This design comes from an exercise in tuning for small area on the open sky130 flow, not from production work. Function was checked by simulation only, so behaviour that the tests miss may differ from the original. No activity file was given, so power comes from the tool's default toggle rates.

File: design/flow/flow/run.sh
#!/bin/bash
# The standard layout (standard.sh, the standard synthesis script included) with
# three changes made through ORFS's own variables:
#  - ABC maps the logic for area only (flow/abc_area.script: deepsyn, then
#    area-oriented &nf map with the delay target relaxed, no buffering or upsizing);
#  - clock tree synthesis without dummy loads;
#  - the port buffers are the smallest buffer cell.
# Registers are untouched: ABC runs without -dff, so the standard synthesis's
# flip-flops, their names and cell types, are kept.
set -euo pipefail
W=$PWD
rm -rf "$W/scripts_local"
cp -r "$FLOW_HOME/scripts" "$W/scripts_local"
cp "$W/flow/abc_area.script" "$W/scripts_local/abc_area.script"
export SCRIPTS_DIR="$W/scripts_local"
export CTS_ARGS='-sink_clustering_enable -repair_clock_nets -dont_use_dummy_load -buf_list sky130_fd_sc_hd__clkbuf_8 -sink_clustering_size 16 -sink_clustering_max_diameter 60'
export BUFFER_PORTS_ARGS="-buffer_cell sky130_fd_sc_hd__buf_1"
bash standard.sh > "$W/standard_flow.log" 2>&1
File: design/flow/flow/abc_area.script
strash
&get -n
&deepsyn -J 10 -T 900
&put
strash
&get -n
&nf -p -R 1000
&put
topo
buffer -c -N 12
dnsize -c
File: design/flow/standard.sh
#!/bin/bash
# synth_recipe.tcl (not shown) runs the flow's synth.tcl, then flattens the netlist and writes it again
# the make line also repeats each setting of config.mk as NAME=value (left out here)
make -C /OpenROAD-flow-scripts/flow DESIGN_CONFIG=/design/flow/config.mk WORK_HOME=/design/flow/orfs CLKGATE_MAP_FILE= SYNTH_SCRIPT=/design/flow/synth_recipe.tcl "${@:-finish}"
File: design/flow/config.mk
export PLATFORM = sky130hd
export DESIGN_NAME = vga_sprite_car_core
export DESIGN_NICKNAME = vga_sprite_car_core
export VERILOG_FILES = /design/flow/design.v
export SDC_FILE = /design/flow/constraint.sdc
export NUM_CORES = 4
export LEC_CHECK = 0
export ABC_AREA = 1
export CAP_MARGIN = 10
export CORE_MARGIN = 2
export CORE_UTILIZATION = 55
export PLACE_DENSITY = 0.75
export SLEW_MARGIN = 10
export SYNTH_MEMORY_MAX_BITS = 16384
File: design/flow/constraint.sdc
create_clock -name core_clock -period 10.0 [get_ports {clk}]
set_input_delay 2.0000 -clock core_clock [delete_from_list [all_inputs] [get_ports {clk}]]
set_output_delay 2.0000 -clock core_clock [all_outputs]
set_load 0.01 [all_outputs]
File: design/flow/design.v
module car_ram_lut (
   input  logic [3:0] yf,
   input  logic [4:0] xm,
   output logic [1:0] code
);
   always_comb
      case ({yf, xm})
         9'd2: code = 2'd3;
         9'd3: code = 2'd3;
         9'd4: code = 2'd3;
         9'd5: code = 2'd3;
         9'd6: code = 2'd3;
         9'd7: code = 2'd3;
         9'd8: code = 2'd3;
         9'd9: code = 2'd3;
         9'd10: code = 2'd3;
         9'd11: code = 2'd3;
         9'd34: code = 2'd3;
         9'd35: code = 2'd3;
         9'd36: code = 2'd3;
         9'd37: code = 2'd3;
         9'd38: code = 2'd3;
         9'd39: code = 2'd3;
         9'd40: code = 2'd3;
         9'd41: code = 2'd3;
         9'd42: code = 2'd3;
         9'd43: code = 2'd3;
         9'd66: code = 2'd3;
         9'd67: code = 2'd3;
         9'd68: code = 2'd3;
         9'd69: code = 2'd3;
         9'd70: code = 2'd3;
         9'd71: code = 2'd3;
         9'd72: code = 2'd3;
         9'd73: code = 2'd3;
         9'd74: code = 2'd3;
         9'd75: code = 2'd3;
         9'd82: code = 2'd3;
         9'd83: code = 2'd3;
         9'd84: code = 2'd3;
         9'd85: code = 2'd3;
         9'd86: code = 2'd3;
         9'd87: code = 2'd3;
         9'd88: code = 2'd3;
         9'd89: code = 2'd3;
         9'd90: code = 2'd3;
         9'd91: code = 2'd3;
         9'd98: code = 2'd3;
         9'd99: code = 2'd3;
         9'd100: code = 2'd3;
         9'd101: code = 2'd3;
         9'd102: code = 2'd3;
         9'd103: code = 2'd3;
         9'd104: code = 2'd3;
         9'd105: code = 2'd3;
         9'd106: code = 2'd3;
         9'd107: code = 2'd3;
         9'd114: code = 2'd3;
         9'd115: code = 2'd3;
         9'd116: code = 2'd3;
         9'd117: code = 2'd3;
         9'd118: code = 2'd3;
         9'd119: code = 2'd3;
         9'd120: code = 2'd3;
         9'd121: code = 2'd3;
         9'd122: code = 2'd3;
         9'd123: code = 2'd3;
         9'd130: code = 2'd3;
         9'd131: code = 2'd3;
         9'd132: code = 2'd3;
         9'd133: code = 2'd3;
         9'd134: code = 2'd3;
         9'd135: code = 2'd3;
         9'd136: code = 2'd3;
         9'd137: code = 2'd3;
         9'd138: code = 2'd3;
         9'd139: code = 2'd3;
         9'd146: code = 2'd3;
         9'd147: code = 2'd3;
         9'd148: code = 2'd3;
         9'd149: code = 2'd3;
         9'd150: code = 2'd3;
         9'd151: code = 2'd3;
         9'd152: code = 2'd3;
         9'd153: code = 2'd3;
         9'd154: code = 2'd3;
         9'd155: code = 2'd3;
         9'd162: code = 2'd3;
         9'd163: code = 2'd3;
         9'd164: code = 2'd3;
         9'd165: code = 2'd3;
         9'd166: code = 2'd3;
         9'd167: code = 2'd3;
         9'd168: code = 2'd3;
         9'd169: code = 2'd3;
         9'd170: code = 2'd3;
         9'd171: code = 2'd3;
         9'd178: code = 2'd3;
         9'd179: code = 2'd3;
         9'd180: code = 2'd3;
         9'd181: code = 2'd3;
         9'd182: code = 2'd3;
         9'd183: code = 2'd3;
         9'd184: code = 2'd3;
         9'd185: code = 2'd3;
         9'd186: code = 2'd3;
         9'd187: code = 2'd3;
         9'd194: code = 2'd3;
         9'd195: code = 2'd3;
         9'd196: code = 2'd3;
         9'd197: code = 2'd3;
         9'd198: code = 2'd3;
         9'd199: code = 2'd3;
         9'd200: code = 2'd3;
         9'd201: code = 2'd3;
         9'd202: code = 2'd3;
         9'd203: code = 2'd3;
         9'd210: code = 2'd3;
         9'd211: code = 2'd3;
         9'd212: code = 2'd3;
         9'd213: code = 2'd3;
         9'd214: code = 2'd3;
         9'd215: code = 2'd3;
         9'd216: code = 2'd3;
         9'd217: code = 2'd3;
         9'd218: code = 2'd3;
         9'd219: code = 2'd3;
         9'd229: code = 2'd1;
         9'd230: code = 2'd1;
         9'd231: code = 2'd1;
         9'd246: code = 2'd1;
         9'd247: code = 2'd1;
         9'd261: code = 2'd1;
         9'd262: code = 2'd1;
         9'd263: code = 2'd1;
         9'd278: code = 2'd1;
         9'd279: code = 2'd1;
         9'd290: code = 2'd2;
         9'd291: code = 2'd2;
         9'd292: code = 2'd2;
         9'd293: code = 2'd2;
         9'd294: code = 2'd2;
         9'd295: code = 2'd2;
         9'd296: code = 2'd2;
         9'd297: code = 2'd2;
         9'd298: code = 2'd2;
         9'd299: code = 2'd2;
         9'd300: code = 2'd2;
         9'd301: code = 2'd2;
         9'd302: code = 2'd2;
         9'd303: code = 2'd2;
         9'd304: code = 2'd2;
         9'd305: code = 2'd2;
         9'd306: code = 2'd2;
         9'd307: code = 2'd2;
         9'd308: code = 2'd2;
         9'd309: code = 2'd2;
         9'd310: code = 2'd2;
         9'd311: code = 2'd2;
         9'd312: code = 2'd2;
         9'd313: code = 2'd2;
         9'd314: code = 2'd2;
         9'd315: code = 2'd2;
         9'd322: code = 2'd2;
         9'd323: code = 2'd2;
         9'd324: code = 2'd2;
         9'd325: code = 2'd2;
         9'd326: code = 2'd2;
         9'd327: code = 2'd2;
         9'd328: code = 2'd2;
         9'd329: code = 2'd2;
         9'd330: code = 2'd2;
         9'd331: code = 2'd2;
         9'd332: code = 2'd2;
         9'd333: code = 2'd2;
         9'd334: code = 2'd2;
         9'd335: code = 2'd2;
         9'd336: code = 2'd2;
         9'd337: code = 2'd2;
         9'd338: code = 2'd2;
         9'd339: code = 2'd2;
         9'd340: code = 2'd2;
         9'd341: code = 2'd2;
         9'd342: code = 2'd2;
         9'd343: code = 2'd2;
         9'd344: code = 2'd2;
         9'd345: code = 2'd2;
         9'd346: code = 2'd2;
         9'd347: code = 2'd2;
         9'd352: code = 2'd1;
         9'd353: code = 2'd1;
         9'd354: code = 2'd1;
         9'd355: code = 2'd1;
         9'd356: code = 2'd1;
         9'd357: code = 2'd1;
         9'd358: code = 2'd1;
         9'd359: code = 2'd1;
         9'd360: code = 2'd1;
         9'd361: code = 2'd1;
         9'd362: code = 2'd1;
         9'd363: code = 2'd1;
         9'd364: code = 2'd2;
         9'd365: code = 2'd2;
         9'd366: code = 2'd2;
         9'd367: code = 2'd2;
         9'd368: code = 2'd1;
         9'd369: code = 2'd1;
         9'd370: code = 2'd1;
         9'd371: code = 2'd1;
         9'd372: code = 2'd1;
         9'd373: code = 2'd1;
         9'd374: code = 2'd2;
         9'd375: code = 2'd2;
         9'd376: code = 2'd2;
         9'd377: code = 2'd2;
         9'd378: code = 2'd2;
         9'd379: code = 2'd2;
         9'd380: code = 2'd2;
         9'd381: code = 2'd2;
         9'd384: code = 2'd1;
         9'd385: code = 2'd1;
         9'd386: code = 2'd1;
         9'd387: code = 2'd1;
         9'd388: code = 2'd1;
         9'd389: code = 2'd1;
         9'd390: code = 2'd1;
         9'd391: code = 2'd1;
         9'd392: code = 2'd1;
         9'd393: code = 2'd1;
         9'd394: code = 2'd1;
         9'd395: code = 2'd1;
         9'd396: code = 2'd2;
         9'd397: code = 2'd2;
         9'd398: code = 2'd2;
         9'd399: code = 2'd2;
         9'd400: code = 2'd1;
         9'd401: code = 2'd1;
         9'd402: code = 2'd1;
         9'd403: code = 2'd1;
         9'd404: code = 2'd1;
         9'd405: code = 2'd1;
         9'd406: code = 2'd2;
         9'd407: code = 2'd2;
         9'd408: code = 2'd2;
         9'd409: code = 2'd2;
         9'd410: code = 2'd2;
         9'd411: code = 2'd2;
         9'd412: code = 2'd2;
         9'd413: code = 2'd2;
         9'd416: code = 2'd1;
         9'd417: code = 2'd1;
         9'd418: code = 2'd2;
         9'd419: code = 2'd2;
         9'd420: code = 2'd3;
         9'd421: code = 2'd3;
         9'd422: code = 2'd2;
         9'd423: code = 2'd2;
         9'd424: code = 2'd3;
         9'd425: code = 2'd3;
         9'd426: code = 2'd2;
         9'd427: code = 2'd2;
         9'd428: code = 2'd3;
         9'd429: code = 2'd2;
         9'd430: code = 2'd2;
         9'd431: code = 2'd2;
         9'd432: code = 2'd2;
         9'd433: code = 2'd2;
         9'd434: code = 2'd1;
         9'd435: code = 2'd1;
         9'd436: code = 2'd1;
         9'd437: code = 2'd1;
         9'd438: code = 2'd1;
         9'd439: code = 2'd1;
         9'd440: code = 2'd2;
         9'd441: code = 2'd2;
         9'd442: code = 2'd2;
         9'd443: code = 2'd2;
         9'd444: code = 2'd2;
         9'd445: code = 2'd2;
         9'd446: code = 2'd2;
         9'd450: code = 2'd2;
         9'd451: code = 2'd2;
         9'd452: code = 2'd3;
         9'd453: code = 2'd3;
         9'd454: code = 2'd2;
         9'd455: code = 2'd2;
         9'd456: code = 2'd3;
         9'd457: code = 2'd3;
         9'd458: code = 2'd2;
         9'd459: code = 2'd2;
         9'd460: code = 2'd3;
         9'd461: code = 2'd3;
         9'd462: code = 2'd2;
         9'd463: code = 2'd2;
         9'd464: code = 2'd2;
         9'd465: code = 2'd2;
         9'd466: code = 2'd1;
         9'd467: code = 2'd1;
         9'd468: code = 2'd1;
         9'd469: code = 2'd1;
         9'd470: code = 2'd1;
         9'd471: code = 2'd1;
         9'd472: code = 2'd2;
         9'd473: code = 2'd2;
         9'd474: code = 2'd2;
         9'd475: code = 2'd2;
         9'd476: code = 2'd2;
         9'd477: code = 2'd2;
         9'd478: code = 2'd2;
         9'd479: code = 2'd2;
         9'd482: code = 2'd2;
         9'd483: code = 2'd2;
         9'd484: code = 2'd3;
         9'd485: code = 2'd3;
         9'd486: code = 2'd2;
         9'd487: code = 2'd2;
         9'd488: code = 2'd3;
         9'd489: code = 2'd3;
         9'd490: code = 2'd2;
         9'd491: code = 2'd2;
         9'd492: code = 2'd3;
         9'd493: code = 2'd3;
         9'd494: code = 2'd2;
         9'd495: code = 2'd2;
         9'd496: code = 2'd2;
         9'd497: code = 2'd2;
         9'd498: code = 2'd1;
         9'd499: code = 2'd1;
         9'd500: code = 2'd1;
         9'd501: code = 2'd1;
         9'd502: code = 2'd1;
         9'd503: code = 2'd1;
         9'd504: code = 2'd2;
         9'd505: code = 2'd2;
         9'd506: code = 2'd2;
         9'd507: code = 2'd2;
         9'd508: code = 2'd2;
         9'd509: code = 2'd2;
         9'd510: code = 2'd2;
         9'd511: code = 2'd2;
         default: code = 2'd0;
      endcase
endmodule
module car_src (
   input  logic [10:0] p,
   input  logic [5:0]  p_hi_m1,
   input  logic        p_hi_nz,
   input  logic [10:0] p0,
   output logic        hit
);
   logic [5:0] g;
   assign g[0] = 1'b1;
   for (genvar k = 0; k < 5; k++) begin : c
      assign g[k+1] = (~p0[k] & p[k]) | (~p0[k] & g[k]) | (p[k] & g[k]);
   end
   logic [5:0] tgt;
   assign tgt = g[5] ? p[10:5] : p_hi_m1;
   assign hit = (g[5] | p_hi_nz) & (p0[10:5] == tgt);
endmodule
module vga_sprite_car_core
   #(parameter CD = 12,    
               ADDR_WIDTH = 13,
               KEY_COLOR = 0
   )
   (
    input  logic clk, reset,
    input  logic [10:0] x, y,
    input  logic cs,
    input  logic write,
    input  logic [13:0] addr,
    input  logic [31:0] wr_data,
    input  logic [11:0] si_rgb,
    output logic [11:0] so_rgb
   );
   localparam N = 20;
   logic [10:0] xo [0:N-1];
   logic [10:0] yo [0:N-1];
   logic [3:0]  ct [0:N-1];
   logic [N-1:0] vld;
   logic bypass_reg;
   logic wr_reg;
   logic [5:0] a;
   logic a_x, a_y, a_c;
   assign wr_reg = cs & write & addr[13];
   assign a = addr[5:0];
   always_comb begin
      a_x = 1'b0; a_y = 1'b0; a_c = 1'b0;
      for (int k = 0; k < N; k++) begin
         if (a == 6'(3*k+1)) a_x = 1'b1;
         if (a == 6'(3*k+2)) a_y = 1'b1;
         if (a == 6'(3*k+3)) a_c = 1'b1;
      end
   end
   logic [10:0] dx, dy;
   logic [3:0]  dc;
   assign dx = ~(wr_data[10:0] & {11{a_x}});    
   assign dy = ~(wr_data[10:0] & {11{a_y}});
   assign dc = wr_data[3:0] & {4{a_c}};
   always_ff @(posedge clk, posedge reset)
      if (reset)
         bypass_reg <= 1'b0;
      else if (wr_reg && a == 6'd0)
         bypass_reg <= wr_data[0];
   logic [5:0] x_hi_m1, y_hi_m1;
   logic x_hi_nz, y_hi_nz, base_hit;
   assign x_hi_m1 = x[10:5] - 6'd1;
   assign y_hi_m1 = y[10:5] - 6'd1;
   assign x_hi_nz = |x[10:5];
   assign y_hi_nz = |y[10:5];
   assign base_hit = ~x_hi_nz & ~y_hi_nz;    
   logic [N-1:0] hit;
   logic [14:0] d [0:N-1];
   genvar i;
   generate
      for (i = 0; i < N; i++) begin : spr
         logic ws, hx, hy;
         assign ws = wr_reg && a >= 6'(3*i+1) && a <= 6'(3*i+3);
         always_ff @(posedge clk)
            if (ws & (a_x | ~vld[i])) xo[i] <= dx;
         always_ff @(posedge clk)
            if (ws & (a_y | ~vld[i])) yo[i] <= dy;
         always_ff @(posedge clk)
            if (ws & (a_c | ~vld[i])) ct[i] <= dc;
         always_ff @(posedge clk, posedge reset)
            if (reset)
               vld[i] <= 1'b0;
            else if (ws)
               vld[i] <= 1'b1;
         car_src hxu (.p(x), .p_hi_m1(x_hi_m1), .p_hi_nz(x_hi_nz), .p0(~xo[i]), .hit(hx));
         car_src hyu (.p(y), .p_hi_m1(y_hi_m1), .p_hi_nz(y_hi_nz), .p0(~yo[i]), .hit(hy));
         assign hit[i] = vld[i] ? (hx & hy) : base_hit;
         assign d[i] = {vld[i], ct[i], ~yo[i][4:0], ~xo[i][4:0]};
      end
   endgenerate
   logic [15:0] t0 [0:19];
   logic [15:0] t1 [0:9];
   logic [15:0] t2 [0:4];
   logic [15:0] t3 [0:2];
   logic [15:0] t4 [0:1];
   logic [15:0] t5;
   function automatic logic [15:0] pick(input logic [15:0] lo, input logic [15:0] hi);
      pick = {lo[15] | hi[15], lo[15] ? lo[14:0] : hi[14:0]};
   endfunction
   always_comb begin
      for (int k = 0; k < N; k++)
         t0[k] = {(k == N-1) ? 1'b1 : hit[k], d[k]};
      for (int k = 0; k < 10; k++)
         t1[k] = pick(t0[2*k], t0[2*k+1]);
      for (int k = 0; k < 5; k++)
         t2[k] = pick(t1[2*k], t1[2*k+1]);
      t3[0] = pick(t2[0], t2[1]);
      t3[1] = pick(t2[2], t2[3]);
      t3[2] = t2[4];
      t4[0] = pick(t3[0], t3[1]);
      t4[1] = t3[2];
      t5 = pick(t4[0], t4[1]);
   end
   logic [14:0] ds, de;
   assign ds = t5[14:0];
   assign de = ds[14] ? ds : 15'd0;
   logic covered;
   assign covered = |hit;
   logic [4:0] xr, yr, xm;
   logic [3:0] yf;
   logic [1:0] img, body, code;
   assign xr = x[4:0] - de[4:0];
   assign yr = y[4:0] - de[9:5];
   assign img = de[11:10];
   assign body = de[13:12];
   assign xm = xr ^ {5{img[0]}};
   assign yf = yr[3:0] ^ {4{yr[4]}};
   logic [3:0] yf_reg;
   logic [4:0] xm_reg;
   logic blank_reg;
   always_ff @(posedge clk) begin
      yf_reg <= yf;
      xm_reg <= xm;
      blank_reg <= img[1];
   end
   car_ram_lut rom (.yf(yf_reg), .xm(xm_reg), .code(code));
   logic [1:0] ecode_reg, body_reg;
   always_ff @(posedge clk) begin
      ecode_reg <= (covered && !blank_reg) ? code : 2'd0;
      body_reg <= body;
   end
   logic [11:0] spr_rgb;
   always_comb
      case (ecode_reg)
         2'd1: spr_rgb = 12'h0f0;
         2'd2:
            case (body_reg)
               2'd0: spr_rgb = 12'hfff;
               2'd1: spr_rgb = 12'hf00;
               2'd2: spr_rgb = 12'hfa0;
               default: spr_rgb = 12'h088;
            endcase
         default: spr_rgb = 12'hf00;
      endcase
   assign so_rgb = (bypass_reg || ecode_reg == 2'd0) ? si_rgb : spr_rgb;
endmodule
==> results of run 1 <==
metrics by stage:
stage               power (uW)  hold WS (ns)  setup slack [ns]  instance area (um^2)
global placement          3410         0.486             0.788                 29600
finish                    4540         0.490             0.773                 30200
floorplan                 3150         0.461              1.45                 27800
global route              4660         0.514             0.559                 30200
detailed placement        3440         0.494             0.636                 29600
CTS                       4510         0.497              1.25                 30200
cell type report:
cell class | instances | area, um^2 | share of cell area (%)
clock buffers | 43 | 592 | 1.96
inverters | 58 | 218 | 0.720
repair buffers | 202 | 1270 | 4.21
multi-input cells | 1573 | 10900 | 36.0
well taps | 672 | 841 | 2.78
flip-flops and latches | 555 | 16400 | 54.3
final timing paths:
kind	end	cells past startpoint	startpoint	slack, ns
max	yf_reg[0]$_DFF_P_	29	y[1]	0.77
max in group asynchronous	vld[11]$_DFFE_PP0P_	2	reset	7.87
min	ecode_reg[1]$_SDFF_PN0_	2	blank_reg$_SDFF_PN0_	0.49
min in group asynchronous	vld[4]$_DFFE_PP0P_	2	reset	1.51
min reg2reg	ecode_reg[1]$_SDFF_PN0_	2	blank_reg$_SDFF_PN0_	0.49
max reg2reg	yf_reg[0]$_DFF_P_	28	yo[0][0]$_DFFE_PP_	2.09
cell usage in the layout (no fill, tap or decap), types with 11 or more instances in the layout:
cell and instances:
a211oi_1 46, xor2_1 101, dfxtp_1 14, nand3_1 25
dfrtp_1 21, xnor2_1 112, a21oi_1 142, o31ai_1 11
nand2b_1 32, nor2_1 197, buf_4 135, a2111oi_0 17
clkbuf_8 43, a221oi_1 18, nor3_1 37, inv_1 57
a31oi_1 12, maj3_1 120, o2111ai_1 12, a21o_1 17
buf_1 60, nand2_1 146, a222oi_1 30, o21ai_0 95
ha_1 19, nor3b_1 11, nor4_1 13, o22ai_1 55
o221ai_1 25, mux2i_1 77, nand4_1 18, nor2b_1 28
edfxtp_1 520, mux2_2 42
critical path, delay by kind of cell:
family / cells / cell delay (ns)
compound gates: 9 / 2.63
xor+xnor: 3 / 0.58
fa+ha+maj: 5 / 1.96
buf+inv: 4 / 0.85
simple gates: 8 / 1.74
routing by layer:
metal | GRT usage, % | wire length (um) | vias to the layer above
li1 | - | - | 8987
met1 | 47.3 | 35100 | 10600
met2 | 55.3 | 42400 | 1549
met3 | 12.5 | 13900 | 314
met4 | 18.8 | 5920 | 8
met5 | 0 | 49 | -
where the power goes:
group / switching [uW] / total, uW / internal [uW]
sequential: 109 / 2730 / 2620
combinational: 462 / 699 / 238
clock: 732 / 1120 / 386
logic make-up after synthesis:
family,after synthesis,synth area share [%]
AO/OA/AOI/OAI,557,13.4
XOR/XNOR,213,6.70
adder cells (fa/ha/maj),141,5.31
buffers and inverters,159,2.14
flip-flops,555,59.0
multiplexers,119,4.47
AND/OR/NAND/NOR,543,9.00
==> results.txt, run 1 <==
H-tree Lvls=2; initial antenna violation count=4; total gr overflow=0; largest net degree at the start of global routing=27; Avg Synthesized Cell Area=12.2 um^2; setup violators final=0; Area Growth Syn to Fin=8.53%; clock buffer depth=3; fin. max-slew vios=0; io pins=96; Worst-Margin Slew=1.31 ns; Synth top area share=56.1%; Cells after Synth=2287; CP max-delay cell=o41ai_1; P per Cell Area=150 mW/mm^2; cts repair resizes=0; Yosys cell types=67; core area=0.0501 mm^2; cell taking the most area after synthesis=edfxtp_1; post-route ant nets=0; top post-synthesis cells by area=edfxtp_1, maj3_1, xnor2_1; CP Launch Type=primary input; Tcrit/Tclk final=around 92%; clk sink count=555; fillers=4036; FF+latch count, synth=around 560; most used cell, CP=nand2_1; WL final=approximately 100 mm; CTS tree=built; Worst Path Max Fanout=26; clk_skew=just over 0.06 ns; PortBufs=67; fmax=~0.11 GHz; sequential share of the synthesized area=about 59%; die height=229 um; CP endpoint kind=flop; Synth top cells by count=edfxtp_1, nor2_1, a21oi_1, nand2_1, maj3_1; RSZ-0062 raised after global routing=no; maxcap violations=0; type of the tightest min-delay check=flop to flop; Synthesis Warnings=11; count leader, synth=edfxtp_1; Pleak=around 0.011 uW; Starting Density=55.6%; Peak VDD IR=102 uV; global-route wire length before repair=approximately 140 mm; clock period minus final worst setup slack=9.23 ns; Skew-Pair Late Insertion Delay=around 0.7 ns; final hold vios=0; Critical Path AT=approximately 9.8 ns; clk slew on worst S/H paths=0.09 ns; Core Util, Final=60.4%; Inserted Clock Buffers=43; DP Cell Count=a little over 3000; Post-CTS Setup Bufs=0; DIE AREA=~0.052 mm^2; hold buffer count at CTS=0; Final Wtd Congestion=1.04; Top Registers=xo x220, yo x220, ct x80; fraction of layout cells with a size suffix above 1=10.2%; Remaining DRCs=0; Syn Nets=2392; DP Wirelength=68.7 mm; total number of vias=21400; std cell rows=82; Antenna diodes=0; die width=229 um; Sum Neg Setup Slack=0 ns; drt pass-1 iters=9; FFs w/ async S/R, synth=3.78%; Non-Filler Instances=3103; most common flop cell mapped by yosys=edfxtp_1; Worst path max stage delay=0.71 ns; normalized max-slew margin=12.7%; drt initial violations=3015; Worst Setup Path Type=primary input to flop; Root Buffer=clkbuf_8; # nets final=2538; number of global-route vias before repair=20700; Wirelength per Cell=31.4 um; Mapped Area=0.0278 mm^2; outcome=timing/DRC/antenna clean; CP Data Required Time=10.56 ns; via-per-instance ratio=6.90; Post-synth EDFFs=520; GRT Total Usage=36.7%
==> inputs of run 2 (changes only) <==
==> design/flow/flow/run.sh (replaced) <==
#!/bin/bash
# The standard layout (standard.sh, with the standard synthesis script) with
# three changes made through ORFS's own variables:
#  - ABC maps the logic for area (flow/abc_area.script replaces ORFS's
#    abc_area.script in a copy of ORFS's scripts folder: deepsyn, then the
#    area-oriented &nf mapper with the delay target relaxed, then fanout
#    buffering and downsizing; no delay-driven upsizing);
#  - clock tree synthesis with clkbuf_8 buffers, clusters of at most 16 sinks
#    and no dummy loads (CTS_ARGS);
#  - the port buffers are the smallest buffer cell (BUFFER_PORTS_ARGS).
# Registers are untouched: ABC runs without -dff, so the standard synthesis's
# flip-flops, their names and cell types, are kept.
# make's full output goes to standard_flow.log; each step's log is under orfs/logs.
set -euo pipefail
W=$PWD
rm -rf "$W/scripts_local"
cp -r "$FLOW_HOME/scripts" "$W/scripts_local"
cp "$W/flow/abc_area.script" "$W/scripts_local/abc_area.script"
export SCRIPTS_DIR="$W/scripts_local"
export CTS_ARGS='-sink_clustering_enable -repair_clock_nets -dont_use_dummy_load -buf_list sky130_fd_sc_hd__clkbuf_8 -sink_clustering_size 16 -sink_clustering_max_diameter 60'
export BUFFER_PORTS_ARGS="-buffer_cell sky130_fd_sc_hd__buf_1"
bash standard.sh > "$W/standard_flow.log" 2>&1
--- a/design/flow/config.mk
+++ b/design/flow/config.mk
@@ -8,7 +8,7 @@
 export ABC_AREA = 1
 export CAP_MARGIN = 10
 export CORE_MARGIN = 2
-export CORE_UTILIZATION = 55
-export PLACE_DENSITY = 0.75
+export CORE_UTILIZATION = 40
+export PLACE_DENSITY = 0.6
 export SLEW_MARGIN = 10
 export SYNTH_MEMORY_MAX_BITS = 16384
==> run 2 against run 1 <==
  * Still clean
  * Highest routed layer unchanged
  * Sequential share of layout area decreased by 0.70 points
  * Clock skew grew 0.018 ns
  * Sequential cell count did not move
  * Critical endpoint is now yf_reg[1]$_DFF_P_
  * Combinational power is essentially flat
==> results.txt, run 2 <==
clk_skew=0.0781 ns (+0.0178 ns); Pleak=0.0106 uW (+0.31%); Worst path max stage delay=0.76 ns (+0.05 ns); Critical Path AT=9.44 ns (-0.35 ns); most common flop cell mapped by yosys=edfxtp_1; type of the tightest min-delay check=flop to flop; Syn Nets=2392 (unchanged); clock buffer depth=3 (unchanged); die height=268 um (+17%); Remaining DRCs=0 (unchanged); sw frac=28.7% (+0.081 points); Area Growth Syn to Fin=9.94%; CP Data Required Time=10.54 ns (-0.02 ns); post-route ant nets=0 (unchanged); clk sink count=555 (unchanged); hold buffer count at CTS=0 (unchanged); commonest non-fill, non-tap cell in the layout=edfxtp_1; GRT Total Usage=28.2% (-8.5 points); fin. max-slew vios=0 (unchanged); clock period minus final worst setup slack=8.89 ns (-0.335 ns); Yosys cell types=67 (unchanged); H-tree Lvls=2 (unchanged); PortBufs=67 (unchanged); final hold vios=0 (unchanged); r2r worst-path depth=29 (+3.6%); cts repair resizes=0 (unchanged); die width=268 um (+17%); Top Registers=xo x220, yo x220, ct x80; share of power burned in the clock network=25.1% (+0.5 points); Worst Path Max Fanout=11 (-58%); Worst path top cell family by delay=compound AO/OA/AOI/OAI gates; hold endpoint=ecode_reg[1]$_SDFF_PN0_; Wirelength per Cell=30.5 um (-2.8%); largest net degree at the start of global routing=35 (+30%); cell taking the most area after synthesis=edfxtp_1; Synth top area share=56.1% (unchanged); Tcrit/Tclk final=88.9% (-3.3 points); register area=0.0164 mm^2 (unchanged); initial antenna violation count=5 (+1); NetSw=1310 uW (+0.83%); std cell rows=96 (+17%); Starting Density=40.5% (-15 points); Int Power=3260 uW (+0.43%); FF-to-FF End=yf_reg[1]$_DFF_P_; CP max-delay cell=o41ai_1; global-route wire length before repair=142 mm (+2.7%); clk slew on worst S/H paths=0.10 ns (about the same); fillers=6328 (+57%); commonest cells after routing, fill and taps aside=edfxtp_1, nor2_1, nand2_1, a21oi_1, buf_4; Core Util, Final=44.6% (-16 points); outcome=timing/DRC/antenna clean; maxcap violations=0 (unchanged); worst path bufs/invs=5 (+1); Sum Neg Setup Slack=0 ns (unchanged); Root Buffer=clkbuf_8; DP Wirelength=72.7 mm (+5.9%); FF+latch count, synth=555 (unchanged); Multi-input gate area=0.0109 mm^2 (+0.22%); Synth top cells by count=edfxtp_1, nor2_1, a21oi_1, nand2_1, maj3_1; sequential share of the synthesized area=59.0% (unchanged); via-per-instance ratio=6.20 (-10%); drt pass-1 iters=9 (unchanged); FFs w/ async S/R, synth=3.78% (unchanged); CP Launch Type=primary input; Cells after Synth=2287 (unchanged); flop2flop setup slack=2.37 ns (+0.28 ns); Mapped Area=0.0278 mm^2 (unchanged); sequential share of power=59.7% (-0.3 points); Avg Synthesized Cell Area=12.2 um^2 (unchanged); normalized max-slew margin=18.4% (+5.8 points); Hold Startpoint=blank_reg$_SDFF_PN0_; Post-CTS Setup Bufs=0 (unchanged); worst reg2reg path startpoint=yo[0][0]$_DFFE_PP_; drt initial violations=3027 (+0.40%); Worst Setup Path Type=primary input to flop; CP endpoint kind=flop; number of global-route vias before repair=19600 (-5.3%); count leader, synth=edfxtp_1; Final Wtd Congestion=1.01 (-3.6%); core area=0.0687 mm^2 (+37%); Worst-Margin Slew=1.22 ns (-0.0866 ns); total number of vias=20900 (-2.4%); CTS tree=built; DIE AREA=0.0717 mm^2 (+37%); RSZ-0062 raised after global routing=no; io pins=96 (unchanged); fraction of layout cells with a size suffix above 1=10.5% (+0.23 points); Combinational Power Share=15.2% (-0.2 points); fmax=0.112 GHz (+3.8%); Skew-Pair Late Insertion Delay=0.69 ns (about the same); Post-synth EDFFs=520 (unchanged); setup violators final=0 (unchanged); # nets final=2542 (+0.16%); worst hold path depth=2 (unchanged); Synthesis Warnings=11 (unchanged); Inserted Clock Buffers=45 (+4.7%); total gr overflow=0 (unchanged); WL final=103 mm (+5.5%); Peak VDD IR=97.7 uV (-3.8%); top post-synthesis cells by area=edfxtp_1, maj3_1, xnor2_1; P per Cell Area=149 mW/mm^2 (-0.75%); most used cell, CP=nand2_1
run 2: changes by cell type in the layout (fill, tap and decap cells not counted), sizes merged:
cell / previous run / this run
diode: 0 / 2
buf: 195 / 198
clkbuf: 50 / 51
run 2: how the worst max path moves through the flow:
| stage | start | slack (ns) | end | depth (start not counted) |
|---|---|---|---|---|
| after global placement | y[0] | 0.74 | yf_reg[1]$_DFF_P_ | 30 |
| after floorplan | y[5] | 1.45 | yf_reg[3]$_DFF_P_ | 30 |
| after detailed placement | y[0] | 0.66 | yf_reg[1]$_DFF_P_ | 30 |
| after global routing | y[0] | 0.95 | yf_reg[1]$_DFF_P_ | 30 |
| final | y[0] | 1.11 | yf_reg[1]$_DFF_P_ | 30 |
| after CTS | y[0] | 1.39 | yf_reg[1]$_DFF_P_ | 30 |
run 2: metrics by stage:
step	power (uW)	hold slack, ns	setup slack [ns]	area, um^2	std cells
3_3_place_gp	3430	0.527	0.744	30000	3321
4_1_cts	4570	0.548	1.39	30600	3366
2_1_floorplan	3150	0.461	1.45	27800	2287
6_report	4570	0.548	1.11	30600	3368
5_1_grt	4700	0.557	0.954	30600	3367
3_5_place_dp	3450	0.526	0.664	30000	3321
run 2: power by group through the flow:
stage               logic, uW  registers, uW  clock network (uW)
floorplan                 446           2710                   0
global placement          665           2770                   0
detailed placement        680           2770                   0
CTS                       684           2720                1160
global route              740           2730                1230
finish                    697           2730                1150
run 2: cells by family after synthesis:
| kind of cell | after synthesis | synth area share (%) |
|---|---|---|
| buffers and inverters | 159 | 2.14 |
| XOR/XNOR | 213 | 6.70 |
| multiplexers | 119 | 4.47 |
| adder cells (fa/ha/maj) | 141 | 5.31 |
| AND/OR/NAND/NOR | 543 | 9.00 |
| flip-flops | 555 | 59.0 |
| AO/OA/AOI/OAI | 557 | 13.4 |
run 2: metal layers:
metal,vias up,part of all wire (%),GRT usage [%]
li1,9016,-,-
met1,10400,40,38.2
met2,1239,44,42.9
met3,207,11,6.55
met4,2,5.1,13.2
met5,-,0.018,0
run 2: tightest hold or removal path: stages, from the launching register on:
cell     delay, ns
dfxtp_1       0.32
nor2_1        0.07
o21a_1        0.11
run 2: layout make-up:
cell class	count	area share [%]
multi-input cells	1573	35.6
diodes	2	0.0163
inverters	58	0.711
flip-flops and latches	555	53.6
repair buffers	204	4.21
well taps	931	3.80
clock buffers	45	2.02
==> inputs of run 3 (changes only) <==
==> design/flow/flow/run.sh (replaced) <==
#!/bin/bash
# The standard layout (standard.sh, with the standard synthesis script) with
# three changes made through ORFS's own variables:
#  - ABC maps the logic for area (flow/abc_area.script replaces ORFS's
#    abc_area.script in a copy of ORFS's scripts folder: deepsyn, then the
#    area-oriented &nf mapper with the delay target relaxed, then fanout
#    buffering and downsizing; no delay-driven upsizing);
#  - clock tree synthesis without dummy loads (CTS_ARGS);
#  - the port buffers are the smallest buffer cell (BUFFER_PORTS_ARGS).
# Registers are untouched: ABC runs without -dff, so the standard synthesis's
# flip-flops, their names and cell types, are kept.
# make's full output goes to standard_flow.log; each step's log is under orfs/logs.
set -euo pipefail
W=$PWD
rm -rf "$W/scripts_local"
cp -r "$FLOW_HOME/scripts" "$W/scripts_local"
cp "$W/flow/abc_area.script" "$W/scripts_local/abc_area.script"
export SCRIPTS_DIR="$W/scripts_local"
export CTS_ARGS="-sink_clustering_enable -repair_clock_nets -dont_use_dummy_load -buf_list sky130_fd_sc_hd__clkbuf_16 -sink_clustering_size 20 -sink_clustering_max_diameter 100"
export BUFFER_PORTS_ARGS="-buffer_cell sky130_fd_sc_hd__buf_1"
bash standard.sh > "$W/standard_flow.log" 2>&1
==> run 3 against run 2 <==
  * Critical path depth is 3 lower
  * Synthesized cell count stayed put
  * Sequential share of layout area fell by 0.27 points
  * Via count about the same
==> results.txt, run 3 <==
outcome=timing/DRC/antenna clean; Post-CTS Setup Bufs=0 (unchanged); sequential share of the synthesized area=59.0% (unchanged); top post-synthesis cells by area=edfxtp_1, maj3_1, xnor2_1; capture point of the critical path=yf_reg[1]$_DFF_P_; die width=268 um (unchanged); CTS tree=built; final hold vios=0 (unchanged); Sum Neg Setup Slack=0 ns (unchanged); cell taking the most area after synthesis=edfxtp_1; fillers=6306 (-0.35%); flop2flop setup slack=2.40 ns (+0.03 ns); count leader, synth=edfxtp_1; DP Wirelength=72.7 mm (unchanged); setup violators final=0 (unchanged); cts repair resizes=0 (unchanged); Total Power=4720 uW (+3.3%); Synth top area share=56.1% (unchanged); clk slew on worst S/H paths=0.09 ns (about the same); crit path launch=x[2]; normalized max-slew margin=17.0% (-1.4 points); clk_skew=0.0342 ns (-0.0439 ns); io pins=96 (unchanged); Hold Startpoint=blank_reg$_SDFF_PN0_; fraction of layout cells with a size suffix above 1=9.95% (-0.52 points); Wirelength per Cell=30.5 um (about the same); RSZ-0062 raised after global routing=no; GRT Total Usage=27.9% (-0.25 points); total gr overflow=0 (unchanged); CP max-delay cell=o21ai_0; die height=268 um (unchanged); Syn Nets=2392 (unchanged); drt pass-1 iters=6 (-3); # nets final=2528 (-0.55%); Synthesis Warnings=11 (unchanged); largest net degree at the start of global routing=35 (unchanged); FF-to-FF End=yf_reg[1]$_DFF_P_; Multi-input gate area=0.0109 mm^2 (unchanged); std cell rows=96 (unchanged); Synth top cells by count=edfxtp_1, nor2_1, a21oi_1, nand2_1, maj3_1; FF+latch count, synth=555 (unchanged); post-route ant nets=0 (unchanged); CP endpoint kind=flop; total number of vias=20900 (-0.038%); WL final=102 mm (-0.44%); Worst Path Max Fanout=13 (+2); P per Cell Area=153 mW/mm^2 (+2.7%); DIE AREA=0.0717 mm^2 (unchanged); worst reg2reg path startpoint=xo[1][1]$_DFFE_PP_; Worst path max stage delay=0.62 ns (-0.14 ns); Top Registers=xo x220, yo x220, ct x80; Inserted Clock Buffers=31 (-31%); Non-Filler Instances=3353 (-0.45%); Mapped Area=0.0278 mm^2 (unchanged); clock buffer depth=3 (unchanged); register area=0.0164 mm^2 (unchanged); Skew-Pair Late Insertion Delay=0.64 ns (-0.05 ns); core area=0.0687 mm^2 (unchanged); Final Wtd Congestion=1.01 (unchanged); drt initial violations=2913 (-3.8%); maxcap violations=0 (unchanged); H-tree Lvls=1 (-1); Starting Density=40.5% (unchanged); Avg Synthesized Cell Area=12.2 um^2 (unchanged); FFs w/ async S/R, synth=3.78% (unchanged); Worst path top cell family by delay=simple AND/OR/NAND/NOR gates; Tcrit/Tclk final=88.8% (-0.17 points); DP Cell Count=3321 (unchanged); Pleak=0.0106 uW (+0.55%); Yosys cell types=67 (unchanged); CP Data Required Time=10.50 ns (-0.04 ns); clock period minus final worst setup slack=8.88 ns (-0.0171 ns); Cells after Synth=2287 (unchanged); Critical Path AT=9.38 ns (-0.06 ns); initial antenna violation count=4 (-1); Area Growth Syn to Fin=10.5%; via-per-instance ratio=6.23 (+0.41%); global-route wire length before repair=142 mm (-0.35%); commonest cells after routing, fill and taps aside=edfxtp_1, nor2_1, nand2_1, a21oi_1, buf_4; type of the tightest min-delay check=flop to flop; worst path bufs/invs=7 (+2); CP Depth=27 (-10%); Worst-Margin Slew=1.24 ns (+0.0208 ns); Worst Setup Path Type=primary input to flop; fin. max-slew vios=0 (unchanged); Setup WS post-layout=1.12 ns (+0.0171 ns); number of global-route vias before repair=19500 (-0.22%); Peak VDD IR=132 uV (+35%); Min Hold Slack=0.537 ns (-0.0110 ns); clk sink count=555 (unchanged); most used cell, CP=buf_4; commonest non-fill, non-tap cell in the layout=edfxtp_1; r2r worst-path depth=27 (-6.9%); Place WS=0.664 ns (unchanged); Root Buffer=clkbuf_16; Post-synth EDFFs=520 (unchanged); most common flop cell mapped by yosys=edfxtp_1; hold buffer count at CTS=0 (unchanged); PortBufs=67 (unchanged); fmax=0.113 GHz (+0.19%); CP Launch Type=primary input; Remaining DRCs=0 (unchanged)
[run 3: changes by cell type in the layout (fill, tap and decap cells not counted)]
cell / delta
diode_2: -1
clkbuf_16: +31
clkbuf_8: -45
[run 3: layout make-up]
class / count / area share [%]
clock buffer: 31 / 2.52
timing repair buffer: 204 / 4.18
antenna: 1 / 0.00813
multi-input combinational: 1573 / 35.4
sequential: 555 / 53.4
tap: 931 / 3.79
inverter: 58 / 0.708
[run 3: report_power, final]
| group | total [uW] | switching, uW | internal (uW) |
|---|---|---|---|
| clock network | 1300 | 749 | 548 |
| logic | 696 | 461 | 235 |
| registers | 2720 | 106 | 2620 |
[run 3: cell families (layout without fill, tap and decap cells)]
| group | after synthesis | in the layout | synth area share, % |
|---|---|---|---|
| flops | 555 | 555 | 59.0 |
| buf+inv | 159 | 293 | 2.14 |
| compound gates | 557 | 557 | 13.4 |
| fa+ha+maj | 141 | 141 | 5.31 |
| xor+xnor | 213 | 213 | 6.70 |
| simple gates | 543 | 543 | 9.00 |
| other cells | 0 | 1 | 0 |
| mux | 119 | 119 | 4.47 |
[run 3: metrics by stage]
stage	util [%]	cell area, um^2
floorplan	-	27800
global route	44.8	30800
global placement	43.6	30000
finish	44.8	30800
detailed placement	43.6	30000
CTS	44.8	30800
[run 3: worst reg2reg max path: cells and delay by family, from the launching register on]
family	cells	cell delay (ns)
AOI/OAI and AO/OA	8	2.12
adders and majority gates	4	1.53
xor gates and xnor gates	3	0.67
DFF	1	0.44
and+or+nand+nor	7	2.01
buffers and inverters	5	0.72
[run 3: metal layers]
metal / share of wire [%] / global-route usage [%] / vias to the layer above
li1: - / - / 8987
met1: 40 / 38.3 / 10500
met2: 44 / 42.5 / 1237
met3: 11 / 5.86 / 205
met4: 5.2 / 13.0 / 2
met5: 0.015 / 0 / -
[run 3: worst min-delay path by stage]
stage | to | slack, ns | cells after the start
floorplan | ecode_reg[1]$_SDFF_PN0_ | 0.46 | 2
CTS | ecode_reg[1]$_SDFF_PN0_ | 0.54 | 2
global route | ecode_reg[1]$_SDFF_PN0_ | 0.54 | 2
global placement | ecode_reg[1]$_SDFF_PN0_ | 0.53 | 2
detailed placement | ecode_reg[1]$_SDFF_PN0_ | 0.53 | 2
finish | ecode_reg[1]$_SDFF_PN0_ | 0.54 | 2

## re-timing with driven ports
Ports are ideal in the flow. The routed layouts listed here were re-timed in OpenROAD.
Step 1 sets driving cells, clkbuf_16 on the clock port and buf_2 on the other inputs (assumed; they add their load-dependent delay and slew).
Step 2 moves the port delays by t, midway between the first and last clock arrival at a register: inputs arrive t later, outputs are due t later. That takes back most of the time a late clock gives input paths.
a / b / c = no drivers / after step 1 / after step 2; a / b = the first two.
| run | t (ns) | slack for setup (ns) | hold WS [ns] | worst setup path at the end | latest minus earliest clock arrival (ns) |
|---|---|---|---|---|---|
| run 1 | 0.717 | 0.773 / 0.777 / 0.060 | 0.490 / 0.490 / 0.490 | input to register | 0.060 / 0.061 |
| run 2 | 0.702 | 1.107 / 1.136 / 0.434 | 0.548 / 0.548 / 0.548 | input to register | 0.085 / 0.085 |
| run 3 | 0.683 | 1.124 / 1.164 / 0.481 | 0.537 / 0.537 / 0.537 | input to register | 0.035 / 0.034 |
After both steps every run listed still meets setup and hold. The setup slack of run 1, which loses most, moves by +0.004 ns with the drivers and by -0.713 ns with both steps.
